What follows belongs to an exercise in optimizing a design on an open flow for small area and a short achievable clock period; a production flow would make more cautious choices. No functional check of the RTL was part of this run.

$ cat flow/design.v
`default_nettype none
module fpu_s0 (
    input  logic [4:0] ea,
    input  logic [4:0] eb,
    output logic [4:0] d,
    output logic       e_gt,
    output logic       e_eq
);
    logic [4:0] dab, dba;
    gt5 uecmp(.x(ea), .y(eb), .gt(e_gt));
    sub5 uda(.x(ea), .y(~eb), .s(dab));
    sub5 udb(.x(eb), .y(~ea), .s(dba));
    assign e_eq = ea == eb;
    assign d = e_gt ? dab : dba;
endmodule
module fpu_s1 (
    input  logic [15:0] a,
    input  logic [15:0] b,
    input  logic        sub,
    input  logic [4:0]  d,
    input  logic        e_gt,
    input  logic        e_eq,
    output logic [14:0] sum,
    output logic        gsel,
    output logic [11:0] m0,
    output logic [12:0] m1,
    output logic        c8,
    output logic        st
);
    logic m_gt;
    logic [9:0] ma, mb, msx, mg, ms_eq;
    logic [12:0] shx, sh;
    logic stx, eff_sub;
    logic [14:0] ext_g, ext_s, sum_p, sum_m;
    assign ma = a[9:0];
    assign mb = b[9:0];
    gt10 ucmp(.x(ma), .y(mb), .gt(m_gt));
    assign gsel = e_gt | (e_eq & m_gt);
    assign msx = e_gt ? mb : ma;
    assign shx = {1'b1, msx, 2'b00} >> d;
    always_comb begin
        stx = d > 5'd10;
        for (int j = 0; j < 8; j++)
            if (msx[j] && d > j + 2) stx = 1'b1;
    end
    assign ms_eq = m_gt ? mb : ma;
    assign mg = e_eq ? (m_gt ? ma : mb) : (e_gt ? ma : mb);
    assign sh = e_eq ? {1'b1, ms_eq, 2'b00} : shx;
    assign ext_g = {2'b01, mg, 3'b000};
    assign ext_s = {1'b0, sh, stx};
    add15 uadd(.x(ext_g), .y(ext_s), .s(sum_p));
    sub15 usub(.x(ext_g), .y(~ext_s), .s(sum_m));
    assign eff_sub = a[15] ^ b[15] ^ sub;
    assign sum = eff_sub ? sum_m : sum_p;
    logic [21:0] r0, r1;
    logic [8:0] lo;
    mul_tree mt(.a(ma), .b(mb), .r0, .r1);
    assign lo = {1'b0, r0[7:0]} + {1'b0, r1[7:0]};
    assign c8 = lo[8];
    assign st = |lo[7:0];
    assign m0 = r0[19:8];
    assign m1 = r1[20:8];
endmodule
module fpu_s2 (
    input  logic [15:0] a,
    input  logic [15:0] b,
    input  logic        op_mul,
    input  logic        op_sub,
    input  logic [14:0] sum,
    input  logic        gsel,
    input  logic [11:0] m0,
    input  logic [12:0] m1,
    input  logic        c8,
    input  logic        st,
    output logic [15:0] y
);
    logic sa, sb, sbx;
    logic [4:0] ea, eb, eg;
    logic a_e1, b_e1, a_nan, b_nan, a_inf, b_inf, a_0, b_0;
    logic sg;
    assign sa = a[15];
    assign sb = b[15];
    assign sbx = sb ^ op_sub;
    assign ea = a[14:10];
    assign eb = b[14:10];
    assign a_e1 = &ea;
    assign b_e1 = &eb;
    assign a_nan = a_e1 & (|a[9:0]);
    assign b_nan = b_e1 & (|b[9:0]);
    assign a_inf = a_e1 & ~(|a[9:0]);
    assign b_inf = b_e1 & ~(|b[9:0]);
    assign a_0 = ~(|ea);
    assign b_0 = ~(|eb);
    logic [3:0] nsh;
    logic [14:0] w;
    logic [5:0] exp_a, exp_a1;
    logic [9:0] mt_a, mi_a;
    logic [14:0] mag_add;
    logic ru_a, carry_a, ovf_a, unf_a, cancel;
    assign eg = gsel ? ea : eb;
    assign sg = gsel ? sa : sbx;
    always_comb begin
        nsh = 4'd12;
        for (int i = 2; i <= 14; i++)
            if (sum[i]) nsh = 4'(14 - i);
    end
    assign w = sum << nsh;
    assign exp_a  = {1'b0, eg} + 6'd1 - {2'b00, nsh};
    assign exp_a1 = {1'b0, eg} + 6'd2 - {2'b00, nsh};
    assign ru_a = w[3] & (w[4] | w[2] | w[1] | w[0]);
    assign mt_a = w[13:4];
    inc10 uinca(.x(mt_a), .s(mi_a));
    assign carry_a = ru_a & (&mt_a);
    assign ovf_a = sum[14] & (eg == 5'd30);
    assign unf_a = {1'b0, nsh} > eg;
    assign cancel = sum == 15'd0;
    assign mag_add = unf_a ? 15'd0 :
                     ovf_a ? 15'h7C00 :
                     carry_a ? {exp_a1[4:0], 10'd0} :
                     {exp_a[4:0], ru_a ? mi_a : mt_a};
    logic [13:0] prod;
    logic p21, ru_h, ru_l, carry_h, carry_l;
    logic [9:0] m_h, m_l, mi_h, mi_l;
    logic [14:0] mag_h, mag_l, mag_mul;
    add14 uprod(.x({2'b01, m0}), .y({1'b0, m1}), .ci(c8), .s(prod));
    assign p21 = prod[13];
    assign m_h = prod[12:3];
    assign m_l = prod[11:2];
    inc10 uinch(.x(m_h), .s(mi_h));
    inc10 uincl(.x(m_l), .s(mi_l));
    assign ru_h = prod[2] & (prod[1] | st | prod[5]);
    assign ru_l = prod[1] & (prod[0] | st | prod[4]);
    assign carry_h = ru_h & (&m_h);
    assign carry_l = ru_l & (&m_l);
    logic [5:0] xe;
    logic [4:0] xe13, xe14, xe15;
    logic [14:0] hc, hn, lc, ln;
    assign xe = {1'b0, ea} + {1'b0, eb};
    assign xe13 = 5'(xe - 6'd13);
    assign xe14 = 5'(xe - 6'd14);
    assign xe15 = 5'(xe - 6'd15);
    assign hc = (xe >= 6'd29) ? 15'h3C00 : (xe <= 6'd13) ? 15'd0 : {xe13, 10'd0};
    assign hn = (xe <= 6'd14) ? 15'd0 : (xe >= 6'd45) ? 15'h7C00 : {xe14, 10'd0};
    assign lc = (xe >= 6'd30) ? 15'h3C00 : (xe <= 6'd14) ? 15'd0 : {xe14, 10'd0};
    assign ln = (xe <= 6'd15) ? 15'd0 : (xe >= 6'd46) ? 15'h7C00 : {xe15, 10'd0};
    logic hn_norm, ln_norm;
    assign hn_norm = (xe > 6'd14) & (xe < 6'd45);
    assign ln_norm = (xe > 6'd15) & (xe < 6'd46);
    assign mag_h = carry_h ? hc : {hn[14:10], hn_norm ? (ru_h ? mi_h : m_h) : 10'd0};
    assign mag_l = carry_l ? lc : {ln[14:10], ln_norm ? (ru_l ? mi_l : m_l) : 10'd0};
    assign mag_mul = p21 ? mag_h : mag_l;
    logic nan_r, inf_r, sel_a, sel_b, zero_r, sgn_r;
    logic [14:0] mag;
    assign nan_r = a_nan | b_nan | (~op_mul & a_inf & b_inf & (sa ^ sbx));
    assign inf_r = a_inf | b_inf;
    assign sel_a = ~op_mul & ~a_0 & b_0;
    assign sel_b = ~op_mul & a_0 & ~b_0;
    assign zero_r = op_mul ? (a_0 | b_0) : ((a_0 & b_0) | cancel);
    assign mag = nan_r  ? 15'h7FFF :
                 inf_r  ? 15'h7C00 :
                 sel_a  ? a[14:0] :
                 sel_b  ? b[14:0] :
                 zero_r ? 15'd0 :
                 op_mul ? mag_mul : mag_add;
    assign sgn_r = nan_r  ? 1'b1 :
                   inf_r  ? (op_mul ? sa ^ sb : (a_inf ? sa : sbx)) :
                   sel_a  ? sa ^ op_sub :
                   sel_b  ? sbx :
                   zero_r ? 1'b0 :
                   op_mul ? sa ^ sb : sg;
    assign y = {sgn_r, mag};
endmodule
module mul_tree (input logic [9:0] a, input logic [9:0] b, output logic [21:0] r0, output logic [21:0] r1);
    logic pp_0_0, pp_0_1, pp_0_2, pp_0_3, pp_0_4, pp_0_5, pp_0_6, pp_0_7, pp_0_8, pp_0_9, pp_1_0, pp_1_1, pp_1_2, pp_1_3, pp_1_4, pp_1_5, pp_1_6, pp_1_7, pp_1_8, pp_1_9, pp_2_0, pp_2_1, pp_2_2, pp_2_3, pp_2_4, pp_2_5, pp_2_6, pp_2_7, pp_2_8, pp_2_9, pp_3_0, pp_3_1, pp_3_2, pp_3_3, pp_3_4, pp_3_5, pp_3_6, pp_3_7, pp_3_8, pp_3_9, pp_4_0, pp_4_1, pp_4_2, pp_4_3, pp_4_4, pp_4_5, pp_4_6, pp_4_7, pp_4_8, pp_4_9, pp_5_0, pp_5_1, pp_5_2, pp_5_3, pp_5_4, pp_5_5, pp_5_6, pp_5_7, pp_5_8, pp_5_9, pp_6_0, pp_6_1, pp_6_2, pp_6_3, pp_6_4, pp_6_5, pp_6_6, pp_6_7, pp_6_8, pp_6_9, pp_7_0, pp_7_1, pp_7_2, pp_7_3, pp_7_4, pp_7_5, pp_7_6, pp_7_7, pp_7_8, pp_7_9, pp_8_0, pp_8_1, pp_8_2, pp_8_3, pp_8_4, pp_8_5, pp_8_6, pp_8_7, pp_8_8, pp_8_9, pp_9_0, pp_9_1, pp_9_2, pp_9_3, pp_9_4, pp_9_5, pp_9_6, pp_9_7, pp_9_8, pp_9_9, t1, t2, t3, t4, t5, t6, t7, t8, t9, t10, t11, t12, t13, t14, t15, t16, t17, t18, t19, t20, t21, t22, t23, t24, t25, t26, t27, t28, t29, t30, t31, t32, t33, t34, t35, t36, t37, t38, t39, t40, t41, t42, t43, t44, t45, t46, t47, t48, t49, t50, t51, t52, t53, t54, t55, t56, t57, t58, t59, t60, t61, t62, t63, t64, t65, t66, t67, t68, t69, t70, t71, t72, t73, t74, t75, t76, t77, t78, t79, t80, t81, t82, t83, t84, t85, t86, t87, t88, t89, t90, t91, t92, t93, t94, t95, t96, t97, t98, t99, t100, t101, t102, t103, t104, t105, t106, t107, t108, t109, t110, t111, t112, t113, t114, t115, t116, t117, t118, t119, t120, t121, t122, t123, t124, t125, t126, t127, t128, t129, t130, t131, t132, t133, t134, t135, t136, t137, t138, t139, t140, t141, t142, t143, t144, t145, t146, t147, t148, t149, t150, t151, t152, t153, t154, t155, t156, t157, t158, t159, t160, t161, t162, t163, t164, t165, t166, t167, t168, t169, t170, t171, t172, t173, t174, t175, t176, t177, t178, t179, t180;
    assign pp_0_0 = a[0] & b[0];
    assign pp_0_1 = a[0] & b[1];
    assign pp_0_2 = a[0] & b[2];
    assign pp_0_3 = a[0] & b[3];
    assign pp_0_4 = a[0] & b[4];
    assign pp_0_5 = a[0] & b[5];
    assign pp_0_6 = a[0] & b[6];
    assign pp_0_7 = a[0] & b[7];
    assign pp_0_8 = a[0] & b[8];
    assign pp_0_9 = a[0] & b[9];
    assign pp_1_0 = a[1] & b[0];
    assign pp_1_1 = a[1] & b[1];
    assign pp_1_2 = a[1] & b[2];
    assign pp_1_3 = a[1] & b[3];
    assign pp_1_4 = a[1] & b[4];
    assign pp_1_5 = a[1] & b[5];
    assign pp_1_6 = a[1] & b[6];
    assign pp_1_7 = a[1] & b[7];
    assign pp_1_8 = a[1] & b[8];
    assign pp_1_9 = a[1] & b[9];
    assign pp_2_0 = a[2] & b[0];
    assign pp_2_1 = a[2] & b[1];
    assign pp_2_2 = a[2] & b[2];
    assign pp_2_3 = a[2] & b[3];
    assign pp_2_4 = a[2] & b[4];
    assign pp_2_5 = a[2] & b[5];
    assign pp_2_6 = a[2] & b[6];
    assign pp_2_7 = a[2] & b[7];
    assign pp_2_8 = a[2] & b[8];
    assign pp_2_9 = a[2] & b[9];
    assign pp_3_0 = a[3] & b[0];
    assign pp_3_1 = a[3] & b[1];
    assign pp_3_2 = a[3] & b[2];
    assign pp_3_3 = a[3] & b[3];
    assign pp_3_4 = a[3] & b[4];
    assign pp_3_5 = a[3] & b[5];
    assign pp_3_6 = a[3] & b[6];
    assign pp_3_7 = a[3] & b[7];
    assign pp_3_8 = a[3] & b[8];
    assign pp_3_9 = a[3] & b[9];
    assign pp_4_0 = a[4] & b[0];
    assign pp_4_1 = a[4] & b[1];
    assign pp_4_2 = a[4] & b[2];
    assign pp_4_3 = a[4] & b[3];
    assign pp_4_4 = a[4] & b[4];
    assign pp_4_5 = a[4] & b[5];
    assign pp_4_6 = a[4] & b[6];
    assign pp_4_7 = a[4] & b[7];
    assign pp_4_8 = a[4] & b[8];
    assign pp_4_9 = a[4] & b[9];
    assign pp_5_0 = a[5] & b[0];
    assign pp_5_1 = a[5] & b[1];
    assign pp_5_2 = a[5] & b[2];
    assign pp_5_3 = a[5] & b[3];
    assign pp_5_4 = a[5] & b[4];
    assign pp_5_5 = a[5] & b[5];
    assign pp_5_6 = a[5] & b[6];
    assign pp_5_7 = a[5] & b[7];
    assign pp_5_8 = a[5] & b[8];
    assign pp_5_9 = a[5] & b[9];
    assign pp_6_0 = a[6] & b[0];
    assign pp_6_1 = a[6] & b[1];
    assign pp_6_2 = a[6] & b[2];
    assign pp_6_3 = a[6] & b[3];
    assign pp_6_4 = a[6] & b[4];
    assign pp_6_5 = a[6] & b[5];
    assign pp_6_6 = a[6] & b[6];
    assign pp_6_7 = a[6] & b[7];
    assign pp_6_8 = a[6] & b[8];
    assign pp_6_9 = a[6] & b[9];
    assign pp_7_0 = a[7] & b[0];
    assign pp_7_1 = a[7] & b[1];
    assign pp_7_2 = a[7] & b[2];
    assign pp_7_3 = a[7] & b[3];
    assign pp_7_4 = a[7] & b[4];
    assign pp_7_5 = a[7] & b[5];
    assign pp_7_6 = a[7] & b[6];
    assign pp_7_7 = a[7] & b[7];
    assign pp_7_8 = a[7] & b[8];
    assign pp_7_9 = a[7] & b[9];
    assign pp_8_0 = a[8] & b[0];
    assign pp_8_1 = a[8] & b[1];
    assign pp_8_2 = a[8] & b[2];
    assign pp_8_3 = a[8] & b[3];
    assign pp_8_4 = a[8] & b[4];
    assign pp_8_5 = a[8] & b[5];
    assign pp_8_6 = a[8] & b[6];
    assign pp_8_7 = a[8] & b[7];
    assign pp_8_8 = a[8] & b[8];
    assign pp_8_9 = a[8] & b[9];
    assign pp_9_0 = a[9] & b[0];
    assign pp_9_1 = a[9] & b[1];
    assign pp_9_2 = a[9] & b[2];
    assign pp_9_3 = a[9] & b[3];
    assign pp_9_4 = a[9] & b[4];
    assign pp_9_5 = a[9] & b[5];
    assign pp_9_6 = a[9] & b[6];
    assign pp_9_7 = a[9] & b[7];
    assign pp_9_8 = a[9] & b[8];
    assign pp_9_9 = a[9] & b[9];
    assign t1 = pp_0_9 ^ pp_1_8;
    assign t2 = pp_0_9 & pp_1_8;
    fa3 u_t3 (.x(a[0]), .y(pp_1_9), .z(pp_2_8), .s(t3), .c(t4));
    assign t5 = pp_3_7 ^ pp_4_6;
    assign t6 = pp_3_7 & pp_4_6;
    fa3 u_t7 (.x(a[1]), .y(pp_2_9), .z(pp_3_8), .s(t7), .c(t8));
    assign t9 = pp_4_7 ^ pp_5_6;
    assign t10 = pp_4_7 & pp_5_6;
    fa3 u_t11 (.x(a[2]), .y(pp_3_9), .z(pp_4_8), .s(t11), .c(t12));
    assign t13 = pp_0_6 ^ pp_1_5;
    assign t14 = pp_0_6 & pp_1_5;
    fa3 u_t15 (.x(pp_0_7), .y(pp_1_6), .z(pp_2_5), .s(t15), .c(t16));
    assign t17 = pp_3_4 ^ pp_4_3;
    assign t18 = pp_3_4 & pp_4_3;
    fa3 u_t19 (.x(pp_0_8), .y(pp_1_7), .z(pp_2_6), .s(t19), .c(t20));
    fa3 u_t21 (.x(pp_3_5), .y(pp_4_4), .z(pp_5_3), .s(t21), .c(t22));
    assign t23 = pp_6_2 ^ pp_7_1;
    assign t24 = pp_6_2 & pp_7_1;
    fa3 u_t25 (.x(pp_2_7), .y(pp_3_6), .z(pp_4_5), .s(t25), .c(t26));
    fa3 u_t27 (.x(pp_5_4), .y(pp_6_3), .z(pp_7_2), .s(t27), .c(t28));
    fa3 u_t29 (.x(pp_8_1), .y(pp_9_0), .z(t1), .s(t29), .c(t30));
    fa3 u_t31 (.x(pp_5_5), .y(pp_6_4), .z(pp_7_3), .s(t31), .c(t32));
    fa3 u_t33 (.x(pp_8_2), .y(pp_9_1), .z(b[0]), .s(t33), .c(t34));
    fa3 u_t35 (.x(t2), .y(t3), .z(t5), .s(t35), .c(t36));
    fa3 u_t37 (.x(pp_6_5), .y(pp_7_4), .z(pp_8_3), .s(t37), .c(t38));
    fa3 u_t39 (.x(pp_9_2), .y(b[1]), .z(t4), .s(t39), .c(t40));
    fa3 u_t41 (.x(t6), .y(t7), .z(t9), .s(t41), .c(t42));
    fa3 u_t43 (.x(pp_5_7), .y(pp_6_6), .z(pp_7_5), .s(t43), .c(t44));
    fa3 u_t45 (.x(pp_8_4), .y(pp_9_3), .z(b[2]), .s(t45), .c(t46));
    fa3 u_t47 (.x(t8), .y(t10), .z(t11), .s(t47), .c(t48));
    fa3 u_t49 (.x(a[3]), .y(pp_4_9), .z(pp_5_8), .s(t49), .c(t50));
    fa3 u_t51 (.x(pp_6_7), .y(pp_7_6), .z(pp_8_5), .s(t51), .c(t52));
    fa3 u_t53 (.x(pp_9_4), .y(b[3]), .z(t12), .s(t53), .c(t54));
    fa3 u_t55 (.x(a[4]), .y(pp_5_9), .z(pp_6_8), .s(t55), .c(t56));
    fa3 u_t57 (.x(pp_7_7), .y(pp_8_6), .z(pp_9_5), .s(t57), .c(t58));
    fa3 u_t59 (.x(a[5]), .y(pp_6_9), .z(pp_7_8), .s(t59), .c(t60));
    assign t61 = pp_0_4 ^ pp_1_3;
    assign t62 = pp_0_4 & pp_1_3;
    fa3 u_t63 (.x(pp_0_5), .y(pp_1_4), .z(pp_2_3), .s(t63), .c(t64));
    assign t65 = pp_3_2 ^ pp_4_1;
    assign t66 = pp_3_2 & pp_4_1;
    fa3 u_t67 (.x(pp_2_4), .y(pp_3_3), .z(pp_4_2), .s(t67), .c(t68));
    fa3 u_t69 (.x(pp_5_1), .y(pp_6_0), .z(t13), .s(t69), .c(t70));
    fa3 u_t71 (.x(pp_5_2), .y(pp_6_1), .z(pp_7_0), .s(t71), .c(t72));
    fa3 u_t73 (.x(t14), .y(t15), .z(t17), .s(t73), .c(t74));
    fa3 u_t75 (.x(pp_8_0), .y(t16), .z(t18), .s(t75), .c(t76));
    fa3 u_t77 (.x(t19), .y(t21), .z(t23), .s(t77), .c(t78));
    fa3 u_t79 (.x(t20), .y(t22), .z(t24), .s(t79), .c(t80));
    fa3 u_t81 (.x(t25), .y(t27), .z(t29), .s(t81), .c(t82));
    fa3 u_t83 (.x(t26), .y(t28), .z(t30), .s(t83), .c(t84));
    fa3 u_t85 (.x(t31), .y(t33), .z(t35), .s(t85), .c(t86));
    fa3 u_t87 (.x(t32), .y(t34), .z(t36), .s(t87), .c(t88));
    fa3 u_t89 (.x(t37), .y(t39), .z(t41), .s(t89), .c(t90));
    fa3 u_t91 (.x(t38), .y(t40), .z(t42), .s(t91), .c(t92));
    fa3 u_t93 (.x(t43), .y(t45), .z(t47), .s(t93), .c(t94));
    fa3 u_t95 (.x(t44), .y(t46), .z(t48), .s(t95), .c(t96));
    fa3 u_t97 (.x(t49), .y(t51), .z(t53), .s(t97), .c(t98));
    fa3 u_t99 (.x(b[4]), .y(t50), .z(t52), .s(t99), .c(t100));
    fa3 u_t101 (.x(t54), .y(t55), .z(t57), .s(t101), .c(t102));
    fa3 u_t103 (.x(pp_8_7), .y(pp_9_6), .z(b[5]), .s(t103), .c(t104));
    fa3 u_t105 (.x(t56), .y(t58), .z(t59), .s(t105), .c(t106));
    fa3 u_t107 (.x(a[6]), .y(pp_7_9), .z(pp_8_8), .s(t107), .c(t108));
    fa3 u_t109 (.x(pp_9_7), .y(b[6]), .z(t60), .s(t109), .c(t110));
    fa3 u_t111 (.x(a[7]), .y(pp_8_9), .z(pp_9_8), .s(t111), .c(t112));
    assign t113 = pp_0_3 ^ pp_1_2;
    assign t114 = pp_0_3 & pp_1_2;
    fa3 u_t115 (.x(pp_2_2), .y(pp_3_1), .z(pp_4_0), .s(t115), .c(t116));
    fa3 u_t117 (.x(pp_5_0), .y(t62), .z(t63), .s(t117), .c(t118));
    fa3 u_t119 (.x(t64), .y(t66), .z(t67), .s(t119), .c(t120));
    fa3 u_t121 (.x(t68), .y(t70), .z(t71), .s(t121), .c(t122));
    fa3 u_t123 (.x(t72), .y(t74), .z(t75), .s(t123), .c(t124));
    fa3 u_t125 (.x(t76), .y(t78), .z(t79), .s(t125), .c(t126));
    fa3 u_t127 (.x(t80), .y(t82), .z(t83), .s(t127), .c(t128));
    fa3 u_t129 (.x(t84), .y(t86), .z(t87), .s(t129), .c(t130));
    fa3 u_t131 (.x(t88), .y(t90), .z(t91), .s(t131), .c(t132));
    fa3 u_t133 (.x(t92), .y(t94), .z(t95), .s(t133), .c(t134));
    fa3 u_t135 (.x(t96), .y(t98), .z(t99), .s(t135), .c(t136));
    fa3 u_t137 (.x(t100), .y(t102), .z(t103), .s(t137), .c(t138));
    fa3 u_t139 (.x(t104), .y(t106), .z(t107), .s(t139), .c(t140));
    fa3 u_t141 (.x(b[7]), .y(t108), .z(t110), .s(t141), .c(t142));
    fa3 u_t143 (.x(a[8]), .y(pp_9_9), .z(b[8]), .s(t143), .c(t144));
    assign t145 = pp_0_2 ^ pp_1_1;
    assign t146 = pp_0_2 & pp_1_1;
    fa3 u_t147 (.x(pp_2_1), .y(pp_3_0), .z(t113), .s(t147), .c(t148));
    fa3 u_t149 (.x(t61), .y(t114), .z(t115), .s(t149), .c(t150));
    fa3 u_t151 (.x(t65), .y(t116), .z(t117), .s(t151), .c(t152));
    fa3 u_t153 (.x(t69), .y(t118), .z(t119), .s(t153), .c(t154));
    fa3 u_t155 (.x(t73), .y(t120), .z(t121), .s(t155), .c(t156));
    fa3 u_t157 (.x(t77), .y(t122), .z(t123), .s(t157), .c(t158));
    fa3 u_t159 (.x(t81), .y(t124), .z(t125), .s(t159), .c(t160));
    fa3 u_t161 (.x(t85), .y(t126), .z(t127), .s(t161), .c(t162));
    fa3 u_t163 (.x(t89), .y(t128), .z(t129), .s(t163), .c(t164));
    fa3 u_t165 (.x(t93), .y(t130), .z(t131), .s(t165), .c(t166));
    fa3 u_t167 (.x(t97), .y(t132), .z(t133), .s(t167), .c(t168));
    fa3 u_t169 (.x(t101), .y(t134), .z(t135), .s(t169), .c(t170));
    fa3 u_t171 (.x(t105), .y(t136), .z(t137), .s(t171), .c(t172));
    fa3 u_t173 (.x(t109), .y(t138), .z(t139), .s(t173), .c(t174));
    fa3 u_t175 (.x(t111), .y(t140), .z(t141), .s(t175), .c(t176));
    fa3 u_t177 (.x(t112), .y(t142), .z(t143), .s(t177), .c(t178));
    fa3 u_t179 (.x(a[9]), .y(b[9]), .z(t144), .s(t179), .c(t180));
    assign r0 = {1'b0, 1'b1, t178, t176, t174, t172, t170, t168, t166, t164, t162, t160, t158, t156, t154, t152, t150, t148, t146, pp_2_0, pp_0_1, pp_0_0};
    assign r1 = {1'b0, t180, t179, t177, t175, t173, t171, t169, t167, t165, t163, t161, t159, t157, t155, t153, t151, t149, t147, t145, pp_1_0, 1'b0};
endmodule
module fa3 (input logic x, y, z, output logic s, c);
    assign s = x ^ y ^ z;
    assign c = (x & y) | (x & z) | (y & z);
endmodule
module gt10 (input logic [9:0] x, input logic [9:0] y, output logic gt);
    logic [9:0] p, g;
    logic G1, P1, G2, P2, G3, P3, G4, P4, G5, P5, G6, P6, G7, P7, G8, P8, G9, P9;
    assign p = ~(x ^ y);
    assign g = x & ~y;
    pg_cell u1 (.gh(g[1]), .ph(p[1]), .gl(g[0]), .pl(p[0]), .go(G1), .po(P1));
    pg_cell u2 (.gh(g[3]), .ph(p[3]), .gl(g[2]), .pl(p[2]), .go(G2), .po(P2));
    pg_cell u3 (.gh(g[5]), .ph(p[5]), .gl(g[4]), .pl(p[4]), .go(G3), .po(P3));
    pg_cell u4 (.gh(g[7]), .ph(p[7]), .gl(g[6]), .pl(p[6]), .go(G4), .po(P4));
    pg_cell u5 (.gh(g[9]), .ph(p[9]), .gl(g[8]), .pl(p[8]), .go(G5), .po(P5));
    pg_cell u6 (.gh(G2), .ph(P2), .gl(G1), .pl(P1), .go(G6), .po(P6));
    pg_cell u7 (.gh(G4), .ph(P4), .gl(G3), .pl(P3), .go(G7), .po(P7));
    pg_cell u8 (.gh(G7), .ph(P7), .gl(G6), .pl(P6), .go(G8), .po(P8));
    pg_g u9 (.gh(G5), .ph(P5), .gl(G8), .go(G9));
    assign gt = G9;
endmodule
module gt5 (input logic [4:0] x, input logic [4:0] y, output logic gt);
    logic [4:0] p, g;
    logic G1, P1, G2, P2, G3, P3, G4, P4;
    assign p = ~(x ^ y);
    assign g = x & ~y;
    pg_cell u1 (.gh(g[1]), .ph(p[1]), .gl(g[0]), .pl(p[0]), .go(G1), .po(P1));
    pg_cell u2 (.gh(g[3]), .ph(p[3]), .gl(g[2]), .pl(p[2]), .go(G2), .po(P2));
    pg_cell u3 (.gh(G2), .ph(P2), .gl(G1), .pl(P1), .go(G3), .po(P3));
    pg_g u4 (.gh(g[4]), .ph(p[4]), .gl(G3), .go(G4));
    assign gt = G4;
endmodule
module sub5 (input logic [4:0] x, input logic [4:0] y, output logic [4:0] s);
    logic [4:0] p, g;
    logic G1, P1, G2, P2, G3, P3, G4, P4, G5, P5;
    assign p = x ^ y;
    assign g = x & y;
    logic g0c;
    assign g0c = x[0] | y[0];
    pg_cell u1 (.gh(g[1]), .ph(p[1]), .gl(g0c), .pl(p[0]), .go(G1), .po(P1));
    pg_cell u2 (.gh(g[3]), .ph(p[3]), .gl(g[2]), .pl(p[2]), .go(G2), .po(P2));
    pg_g u3 (.gh(g[2]), .ph(p[2]), .gl(G1), .go(G3));
    pg_cell u4 (.gh(G2), .ph(P2), .gl(G1), .pl(P1), .go(G4), .po(P4));
    pg_g u5 (.gh(g[4]), .ph(p[4]), .gl(G4), .go(G5));
    assign s = p ^ {G4, G3, G1, g0c, 1'b1};
endmodule
module add15 (input logic [14:0] x, input logic [14:0] y, output logic [14:0] s);
    logic [14:0] p, g;
    logic G1, P1, G2, P2, G3, P3, G4, P4, G5, P5, G6, P6, G7, P7, G8, P8, G9, P9, G10, P10, G11, P11, G12, P12, G13, P13, G14, P14, G15, P15, G16, P16, G17, P17, G18, P18, G19, P19, G20, P20, G21, P21, G22, P22, G23, P23, G24, P24, G25, P25, G26, P26, G27, P27, G28, P28;
    assign p = x ^ y;
    assign g = x & y;
    pg_cell u1 (.gh(g[1]), .ph(p[1]), .gl(g[0]), .pl(p[0]), .go(G1), .po(P1));
    pg_cell u2 (.gh(g[3]), .ph(p[3]), .gl(g[2]), .pl(p[2]), .go(G2), .po(P2));
    pg_cell u3 (.gh(g[5]), .ph(p[5]), .gl(g[4]), .pl(p[4]), .go(G3), .po(P3));
    pg_cell u4 (.gh(g[7]), .ph(p[7]), .gl(g[6]), .pl(p[6]), .go(G4), .po(P4));
    pg_cell u5 (.gh(g[9]), .ph(p[9]), .gl(g[8]), .pl(p[8]), .go(G5), .po(P5));
    pg_cell u6 (.gh(g[11]), .ph(p[11]), .gl(g[10]), .pl(p[10]), .go(G6), .po(P6));
    pg_cell u7 (.gh(g[13]), .ph(p[13]), .gl(g[12]), .pl(p[12]), .go(G7), .po(P7));
    pg_g u8 (.gh(g[2]), .ph(p[2]), .gl(G1), .go(G8));
    pg_cell u9 (.gh(G2), .ph(P2), .gl(G1), .pl(P1), .go(G9), .po(P9));
    pg_cell u10 (.gh(g[6]), .ph(p[6]), .gl(G3), .pl(P3), .go(G10), .po(P10));
    pg_cell u11 (.gh(G4), .ph(P4), .gl(G3), .pl(P3), .go(G11), .po(P11));
    pg_cell u12 (.gh(g[10]), .ph(p[10]), .gl(G5), .pl(P5), .go(G12), .po(P12));
    pg_cell u13 (.gh(G6), .ph(P6), .gl(G5), .pl(P5), .go(G13), .po(P13));
    pg_cell u14 (.gh(g[14]), .ph(p[14]), .gl(G7), .pl(P7), .go(G14), .po(P14));
    pg_g u15 (.gh(g[4]), .ph(p[4]), .gl(G9), .go(G15));
    pg_g u16 (.gh(G3), .ph(P3), .gl(G9), .go(G16));
    pg_g u17 (.gh(G10), .ph(P10), .gl(G9), .go(G17));
    pg_cell u18 (.gh(G11), .ph(P11), .gl(G9), .pl(P9), .go(G18), .po(P18));
    pg_cell u19 (.gh(g[12]), .ph(p[12]), .gl(G13), .pl(P13), .go(G19), .po(P19));
    pg_cell u20 (.gh(G7), .ph(P7), .gl(G13), .pl(P13), .go(G20), .po(P20));
    pg_cell u21 (.gh(G14), .ph(P14), .gl(G13), .pl(P13), .go(G21), .po(P21));
    pg_g u22 (.gh(g[8]), .ph(p[8]), .gl(G18), .go(G22));
    pg_g u23 (.gh(G5), .ph(P5), .gl(G18), .go(G23));
    pg_g u24 (.gh(G12), .ph(P12), .gl(G18), .go(G24));
    pg_g u25 (.gh(G13), .ph(P13), .gl(G18), .go(G25));
    pg_g u26 (.gh(G19), .ph(P19), .gl(G18), .go(G26));
    pg_g u27 (.gh(G20), .ph(P20), .gl(G18), .go(G27));
    pg_g u28 (.gh(G21), .ph(P21), .gl(G18), .go(G28));
    assign s = p ^ {G27, G26, G25, G24, G23, G22, G18, G17, G16, G15, G9, G8, G1, g[0], 1'b0};
endmodule
module sub15 (input logic [14:0] x, input logic [14:0] y, output logic [14:0] s);
    logic [14:0] p, g;
    logic G1, P1, G2, P2, G3, P3, G4, P4, G5, P5, G6, P6, G7, P7, G8, P8, G9, P9, G10, P10, G11, P11, G12, P12, G13, P13, G14, P14, G15, P15, G16, P16, G17, P17, G18, P18, G19, P19, G20, P20, G21, P21, G22, P22, G23, P23, G24, P24, G25, P25, G26, P26, G27, P27, G28, P28;
    assign p = x ^ y;
    assign g = x & y;
    logic g0c;
    assign g0c = x[0] | y[0];
    pg_cell u1 (.gh(g[1]), .ph(p[1]), .gl(g0c), .pl(p[0]), .go(G1), .po(P1));
    pg_cell u2 (.gh(g[3]), .ph(p[3]), .gl(g[2]), .pl(p[2]), .go(G2), .po(P2));
    pg_cell u3 (.gh(g[5]), .ph(p[5]), .gl(g[4]), .pl(p[4]), .go(G3), .po(P3));
    pg_cell u4 (.gh(g[7]), .ph(p[7]), .gl(g[6]), .pl(p[6]), .go(G4), .po(P4));
    pg_cell u5 (.gh(g[9]), .ph(p[9]), .gl(g[8]), .pl(p[8]), .go(G5), .po(P5));
    pg_cell u6 (.gh(g[11]), .ph(p[11]), .gl(g[10]), .pl(p[10]), .go(G6), .po(P6));
    pg_cell u7 (.gh(g[13]), .ph(p[13]), .gl(g[12]), .pl(p[12]), .go(G7), .po(P7));
    pg_g u8 (.gh(g[2]), .ph(p[2]), .gl(G1), .go(G8));
    pg_cell u9 (.gh(G2), .ph(P2), .gl(G1), .pl(P1), .go(G9), .po(P9));
    pg_cell u10 (.gh(g[6]), .ph(p[6]), .gl(G3), .pl(P3), .go(G10), .po(P10));
    pg_cell u11 (.gh(G4), .ph(P4), .gl(G3), .pl(P3), .go(G11), .po(P11));
    pg_cell u12 (.gh(g[10]), .ph(p[10]), .gl(G5), .pl(P5), .go(G12), .po(P12));
    pg_cell u13 (.gh(G6), .ph(P6), .gl(G5), .pl(P5), .go(G13), .po(P13));
    pg_cell u14 (.gh(g[14]), .ph(p[14]), .gl(G7), .pl(P7), .go(G14), .po(P14));
    pg_g u15 (.gh(g[4]), .ph(p[4]), .gl(G9), .go(G15));
    pg_g u16 (.gh(G3), .ph(P3), .gl(G9), .go(G16));
    pg_g u17 (.gh(G10), .ph(P10), .gl(G9), .go(G17));
    pg_cell u18 (.gh(G11), .ph(P11), .gl(G9), .pl(P9), .go(G18), .po(P18));
    pg_cell u19 (.gh(g[12]), .ph(p[12]), .gl(G13), .pl(P13), .go(G19), .po(P19));
    pg_cell u20 (.gh(G7), .ph(P7), .gl(G13), .pl(P13), .go(G20), .po(P20));
    pg_cell u21 (.gh(G14), .ph(P14), .gl(G13), .pl(P13), .go(G21), .po(P21));
    pg_g u22 (.gh(g[8]), .ph(p[8]), .gl(G18), .go(G22));
    pg_g u23 (.gh(G5), .ph(P5), .gl(G18), .go(G23));
    pg_g u24 (.gh(G12), .ph(P12), .gl(G18), .go(G24));
    pg_g u25 (.gh(G13), .ph(P13), .gl(G18), .go(G25));
    pg_g u26 (.gh(G19), .ph(P19), .gl(G18), .go(G26));
    pg_g u27 (.gh(G20), .ph(P20), .gl(G18), .go(G27));
    pg_g u28 (.gh(G21), .ph(P21), .gl(G18), .go(G28));
    assign s = p ^ {G27, G26, G25, G24, G23, G22, G18, G17, G16, G15, G9, G8, G1, g0c, 1'b1};
endmodule
module add14 (input logic [13:0] x, input logic [13:0] y, input logic ci, output logic [13:0] s);
    logic [13:0] p, g;
    logic G1, P1, G2, P2, G3, P3, G4, P4, G5, P5, G6, P6, G7, P7, G8, P8, G9, P9, G10, P10, G11, P11, G12, P12, G13, P13, G14, P14, G15, P15, G16, P16, G17, P17, G18, P18, G19, P19, G20, P20, G21, P21, G22, P22, G23, P23, G24, P24, G25, P25;
    assign p = x ^ y;
    assign g = x & y;
    logic g0c;
    pg_g u_cin (.gh(g[0]), .ph(p[0]), .gl(ci), .go(g0c));
    pg_cell u1 (.gh(g[1]), .ph(p[1]), .gl(g0c), .pl(p[0]), .go(G1), .po(P1));
    pg_cell u2 (.gh(g[3]), .ph(p[3]), .gl(g[2]), .pl(p[2]), .go(G2), .po(P2));
    pg_cell u3 (.gh(g[5]), .ph(p[5]), .gl(g[4]), .pl(p[4]), .go(G3), .po(P3));
    pg_cell u4 (.gh(g[7]), .ph(p[7]), .gl(g[6]), .pl(p[6]), .go(G4), .po(P4));
    pg_cell u5 (.gh(g[9]), .ph(p[9]), .gl(g[8]), .pl(p[8]), .go(G5), .po(P5));
    pg_cell u6 (.gh(g[11]), .ph(p[11]), .gl(g[10]), .pl(p[10]), .go(G6), .po(P6));
    pg_cell u7 (.gh(g[13]), .ph(p[13]), .gl(g[12]), .pl(p[12]), .go(G7), .po(P7));
    pg_g u8 (.gh(g[2]), .ph(p[2]), .gl(G1), .go(G8));
    pg_cell u9 (.gh(G2), .ph(P2), .gl(G1), .pl(P1), .go(G9), .po(P9));
    pg_cell u10 (.gh(g[6]), .ph(p[6]), .gl(G3), .pl(P3), .go(G10), .po(P10));
    pg_cell u11 (.gh(G4), .ph(P4), .gl(G3), .pl(P3), .go(G11), .po(P11));
    pg_cell u12 (.gh(g[10]), .ph(p[10]), .gl(G5), .pl(P5), .go(G12), .po(P12));
    pg_cell u13 (.gh(G6), .ph(P6), .gl(G5), .pl(P5), .go(G13), .po(P13));
    pg_g u14 (.gh(g[4]), .ph(p[4]), .gl(G9), .go(G14));
    pg_g u15 (.gh(G3), .ph(P3), .gl(G9), .go(G15));
    pg_g u16 (.gh(G10), .ph(P10), .gl(G9), .go(G16));
    pg_cell u17 (.gh(G11), .ph(P11), .gl(G9), .pl(P9), .go(G17), .po(P17));
    pg_cell u18 (.gh(g[12]), .ph(p[12]), .gl(G13), .pl(P13), .go(G18), .po(P18));
    pg_cell u19 (.gh(G7), .ph(P7), .gl(G13), .pl(P13), .go(G19), .po(P19));
    pg_g u20 (.gh(g[8]), .ph(p[8]), .gl(G17), .go(G20));
    pg_g u21 (.gh(G5), .ph(P5), .gl(G17), .go(G21));
    pg_g u22 (.gh(G12), .ph(P12), .gl(G17), .go(G22));
    pg_g u23 (.gh(G13), .ph(P13), .gl(G17), .go(G23));
    pg_g u24 (.gh(G18), .ph(P18), .gl(G17), .go(G24));
    pg_g u25 (.gh(G19), .ph(P19), .gl(G17), .go(G25));
    assign s = p ^ {G24, G23, G22, G21, G20, G17, G16, G15, G14, G9, G8, G1, g0c, ci};
endmodule
module inc10 (input logic [9:0] x, output logic [9:0] s);
    logic A1, A2, A3, A4, A5, A6, A7, A8, A9, A10, A11, A12, A13, A14, A15;
    and_cell u1 (.a(x[1]), .b(x[0]), .y(A1));
    and_cell u2 (.a(x[3]), .b(x[2]), .y(A2));
    and_cell u3 (.a(x[5]), .b(x[4]), .y(A3));
    and_cell u4 (.a(x[7]), .b(x[6]), .y(A4));
    and_cell u5 (.a(x[9]), .b(x[8]), .y(A5));
    and_cell u6 (.a(x[2]), .b(A1), .y(A6));
    and_cell u7 (.a(A2), .b(A1), .y(A7));
    and_cell u8 (.a(x[6]), .b(A3), .y(A8));
    and_cell u9 (.a(A4), .b(A3), .y(A9));
    and_cell u10 (.a(x[4]), .b(A7), .y(A10));
    and_cell u11 (.a(A3), .b(A7), .y(A11));
    and_cell u12 (.a(A8), .b(A7), .y(A12));
    and_cell u13 (.a(A9), .b(A7), .y(A13));
    and_cell u14 (.a(x[8]), .b(A13), .y(A14));
    and_cell u15 (.a(A5), .b(A13), .y(A15));
    assign s = x ^ {A14, A13, A12, A11, A10, A7, A6, A1, x[0], 1'b1};
endmodule
module pg_cell (input logic gh, ph, gl, pl, output logic go, po);
    assign go = gh | (ph & gl);
    assign po = ph & pl;
endmodule
module pg_g (input logic gh, ph, gl, output logic go);
    assign go = gh | (ph & gl);
endmodule
module and_cell (input logic a, b, output logic y);
    assign y = a & b;
endmodule
module input_16(
    input logic clock, reset,
    input logic [9:0] data_in,
    output logic [15:0] num1, num2,
    output logic [15:0] num1_next, num2_next,
    output logic op_mul, op_sub,
    output logic start,
    output logic sub_now
);
    logic count;
    logic is_a, is_b, is_op;
    assign is_a  = data_in[1:0] == 2'b01;
    assign is_b  = data_in[1:0] == 2'b10;
    assign is_op = data_in[1:0] == 2'b11;
    assign sub_now = is_op ? data_in[3] : op_sub;
    assign num1_next[7:0]  = (is_a && !count) ? data_in[9:2] : num1[7:0];
    assign num1_next[15:8] = (is_a &&  count) ? data_in[9:2] : num1[15:8];
    assign num2_next[7:0]  = (is_b && !count) ? data_in[9:2] : num2[7:0];
    assign num2_next[15:8] = (is_b &&  count) ? data_in[9:2] : num2[15:8];
    always_ff @(posedge clock or posedge reset) begin
        if (reset) begin
            num1 <= 'd0;
            num2 <= 'd0;
            start <= 1'b0;
            count <= 1'b0;
        end
        else begin
            num1 <= num1_next;
            num2 <= num2_next;
            if (is_a || is_b) count <= ~count;
            start <= is_op;
        end
    end
    always_ff @(posedge clock) begin
        if (is_op) begin
            op_mul <= data_in[4];
            op_sub <= data_in[3];
        end
    end
endmodule: input_16
module output_16(
    input logic clock, reset,
    input logic [15:0] ans,
    input logic done_calc,
    output logic [9:0] data_out
);
    logic count;
    logic valid;
    logic [7:0] byte_q;
    assign data_out = {byte_q, valid, valid};
    always_ff @(posedge clock or posedge reset) begin
        if (reset) begin
            byte_q <= 'd0;
            valid <= 1'b0;
            count <= 1'b0;
        end
        else begin
            valid <= done_calc | count;
            count <= done_calc;
            byte_q <= done_calc ? ans[15:8] : count ? ans[7:0] : 8'd0;
        end
    end
endmodule: output_16
module top(
    input logic clock, reset,
    input logic [9:0] inp,
    output logic [9:0] out
);
    logic [15:0] a, b, a_next, b_next, y;
    logic op_mul, op_sub, start;
    logic sub_now;
    input_16 in1(.clock, .reset, .data_in(inp), .num1(a), .num2(b),
                 .num1_next(a_next), .num2_next(b_next),
                 .op_mul, .op_sub, .start, .sub_now);
    logic e_gt, e_gt_d, e_ne, e_eq_d;
    logic [4:0] d, d_d;
    fpu_s0 s0(.ea(a_next[14:10]), .eb(b_next[14:10]), .d(d_d), .e_gt(e_gt_d), .e_eq(e_eq_d));
    always_ff @(posedge clock or posedge reset) begin
        if (reset) begin
            d <= 5'd0;
            e_gt <= 1'b0;
            e_ne <= 1'b0;
        end
        else begin
            d <= d_d;
            e_gt <= e_gt_d;
            e_ne <= ~e_eq_d;
        end
    end
    logic [14:0] sum, sum_d;
    logic gsel, gsel_d;
    logic [11:0] m0, m0_d;
    logic [12:0] m1, m1_d;
    logic c8, c8_d, st, st_d;
    fpu_s1 s1(.a, .b, .sub(sub_now), .d, .e_gt, .e_eq(~e_ne), .sum(sum_d), .gsel(gsel_d),
              .m0(m0_d), .m1(m1_d), .c8(c8_d), .st(st_d));
    always_ff @(posedge clock) begin
        sum  <= sum_d;
        gsel <= gsel_d;
        m0   <= m0_d;
        m1   <= m1_d;
        c8   <= c8_d;
        st   <= st_d;
    end
    fpu_s2 s2(.a, .b, .op_mul, .op_sub, .sum, .gsel, .m0, .m1, .c8, .st, .y);
    output_16 out1(.clock, .reset, .ans(y), .done_calc(start), .data_out(out));
endmodule
$ cat flow/run.sh
#!/bin/bash
# synth_recipe.tcl (not shown) runs the flow's synth.tcl, then flattens the netlist and writes it again
# the make line also repeats each setting of config.mk as NAME=value (left out here)
make -C /OpenROAD-flow-scripts/flow DESIGN_CONFIG=/design/flow/config.mk WORK_HOME=/design/flow/orfs CLKGATE_MAP_FILE= SYNTH_SCRIPT=/design/flow/synth_recipe.tcl finish
$ cat flow/config.mk
export PLATFORM = sky130hd
export DESIGN_NAME = top
export DESIGN_NICKNAME = top
export VERILOG_FILES = /design/flow/design.v
export SDC_FILE = /design/flow/constraint.sdc
export NUM_CORES = 4
export LEC_CHECK = 0
export CAP_MARGIN = 20
export CORE_MARGIN = 2
export CORE_UTILIZATION = 40
export SETUP_SLACK_MARGIN = 3.5
export SLEW_MARGIN = 20
export SYNTH_HIERARCHICAL = 1
export SYNTH_MINIMUM_KEEP_SIZE = 0
$ cat flow/constraint.sdc
create_clock -name core_clock -period 8.0 [get_ports {clock}]
set_input_delay 1.6000 -clock core_clock [delete_from_list [all_inputs] [get_ports {clock}]]
set_output_delay 1.6000 -clock core_clock [all_outputs]
set_load 0.01 [all_outputs]
==> flow_metrics.tcl <==
set metrics [dict create \
    clkTransAtPathRegs_ps 70 \
    path_common_cell "a21o_1" \
    cts_sinks 96 \
    diodes 0 \
    antenna_found_initial 0 \
    initial_core_util_pct 40.4 \
    netlist_area_um2 13400 \
    avgViaCountPerCell 5.62 \
    cts-root-buf "clkbuf_16" \
    grt_pass1_wl_mm 57.8 \
    worstSkewPairLatency_ps 360 \
    h-tree-depth 3 \
    cts_tree "done" \
    io_buffers 21 \
    core_um2 33300 \
    dp_hpwl_mm 27.0 \
    cpPeakStageDelay_ps 600 \
    timing.critical_path.buf_inv 2 \
    grt_max_degree 34 \
    grt_pass1_vias 10700 \
    final_layout_size_suffix_gt1_share_pct 12.1 \
    fin_worst_skew_ps 13.3 \
    fin_setup_tns_ps 0 \
    hold_class "flop to flop" \
    yosysWarnings 11 \
    gp_congestion 0.909 \
    grt_setup_unrepaired "true" \
    critPathRequiredTime_ps 8250 \
    syn_inst 1456 \
    grt_use_total_pct 20.5 \
    wl_per_cell_um 18.7 \
    vias 10600 \
    area_growth_pct 6.78 \
    status "finished clean" \
    utilization_pct 43.1 \
    worstPathMaxFanout 18 \
    finalNetCount 1643 \
    max_freq_mhz 232 \
    crit_arrival_ps 4550 \
    cp_cell_sequence "inv_1, ha_1, a21o_1, a21o_1, a21o_1, a21o_2, mux2_2, nand2_1, a21boi_0, inv_1, ha_1, and2_1, a21o_1, a21o_1, a21o_1, xor3_1, mux2_2" \
    die_area_um2 35100 \
    drt_iter0_markers 743 \
    ant_nets 0 \
    cp-end-kind "flop" \
    worstMarginPinSlew_ps 863 \
    crit_path_top_delay_cell "dfrtp_2" \
    cts_buffer_depth 2 \
    io_pins 22 \
    wirelength_mm 35.4 \
    grt-ovfl-total 0 \
    cp_top_family "compound AO/OA/AOI/OAI gates" \
    syn_avg_cell_area_um2 9.23 \
    period_share_pct 53.8 \
    die_w_um 187 \
    dr.pass1.iters 5 \
    startpoint_type "flop" \
    num_rows 67 \
    slew_violations 0 \
    period_minus_slack_ps 4310 \
    drc 0 \
    drv_cap 0 \
    die_h_um 187 \
    hold_viol 0 \
    max_slew_margin_pct 42.2 \
    setup_viol_count_final 0 \
    crit_type "flop to flop" \
    cts_made_buffers 9 \
]
-- worst paths after layout --
kind / slack (ps) / cells after the start / from / end
min in group asynchronous: 1660 / 2 / reset / in1.start
hold / removal: 570 / 1 / in1.count / in1.count
hold reg to reg: 570 / 1 / in1.count / in1.count
max in group asynchronous: 5670 / 3 / reset / in1.num2[7]
setup / recovery: 3690 / 17 / in1.num2[3] / sum[14]
setup reg to reg: 3690 / 17 / in1.num2[3] / sum[14]
-- state kept, by name, summed over array words and instances, names as in the netlist, 5 cells and up --
| signal | count |
|---|---|
| d | 5 |
| in1.num1 | 16 |
| in1.num2 | 16 |
| m0 | 12 |
| m1 | 13 |
| out1.byte_q | 8 |
| sum | 15 |
-- cells in the final DEF, fill, tap and decap left out, drive strengths merged, types with 6 or more instances in the layout --
cell type and count:
xnor2 19, a211oi 6, nand2 52, conb 16, clkbuf 11, o211ai 15
a21oi 50, a22oi 6, xor2 78, mux2 84, nand4 9, dfrtp 51
a22o 9, ha 108, nor3 25, o221ai 6, o21a 8, nor2b 12
o22ai 14, inv 87, mux2i 57, o31a 8, o31ai 7, fa 85
and2 182, dfxtp 44, o21ai 65, a21o 99, nor2 54, nor4 15
a221oi 16, clkdlybuf4s50 21, buf 18, nand2b 9, and3 8, nand3 16
-- routing by layer --
metal / vias up / share of wire [%] / global-route usage, %
met5: - / 0 / 0
met4: 0 / 2.8 / 6.44
met3: 51 / 4.0 / 2.61
met2: 265 / 47 / 34.3
met1: 5239 / 47 / 27.5
li1: 5064 / - / -
-- through the flow --
step	setup WS [ps]	cell area (µm²)	hold slack, ps	std cells
floorplan	4050	13500	458	1467
global placement	3320	13800	552	1866
detailed placement	3180	13800	550	1866
CTS	3540	14200	568	1883
global route	3480	14300	602	1891
finish	3690	14300	569	1891
-- cell type report --
type | instances | area (µm²)
clock inverters | 5 | 48.8
multi-input cells | 1205 | 10600
inverters | 86 | 328
repair buffers | 39 | 345
flip-flops and latches | 96 | 2210
fillers | 3281 | 18900
clock buffers | 11 | 275
repair inverters | 1 | 5.00
well taps | 448 | 561
-- repair_timing --
item                       CTS  global route
hold buffers                 0             0
setup buffers                0             8
gates cloned                 1             0
pin swaps                    0             2
setup endpoints to repair   11            14
gates resized for setup     15            21

-- static timing again, ports no longer ideal --
No port has a modelled driver above. Below, the same layout with a new extraction and two added sets of constraints.
Step 1, drivers: a clkbuf_16 drives clock and a buf_2 each remaining input, both assumed.
Step 2 also shifts input and output timing later by t, the mid clock arrival at the registers, as if the neighbouring blocks saw the same clock.
Three values: ideal ports, drivers, drivers and shift; two values: the first two.
t, ns: 0.395
setup WS [ns]: 3.695 / 3.695 / 3.645
worst setup path at the end: input to register
worst slew at a driven data input, ns: 0.04
cell pins on the clock port's net: 1
After both steps this run still meets setup and hold. The setup slack of this run moves by 0.000 ns with the drivers and by -0.050 ns with both steps.
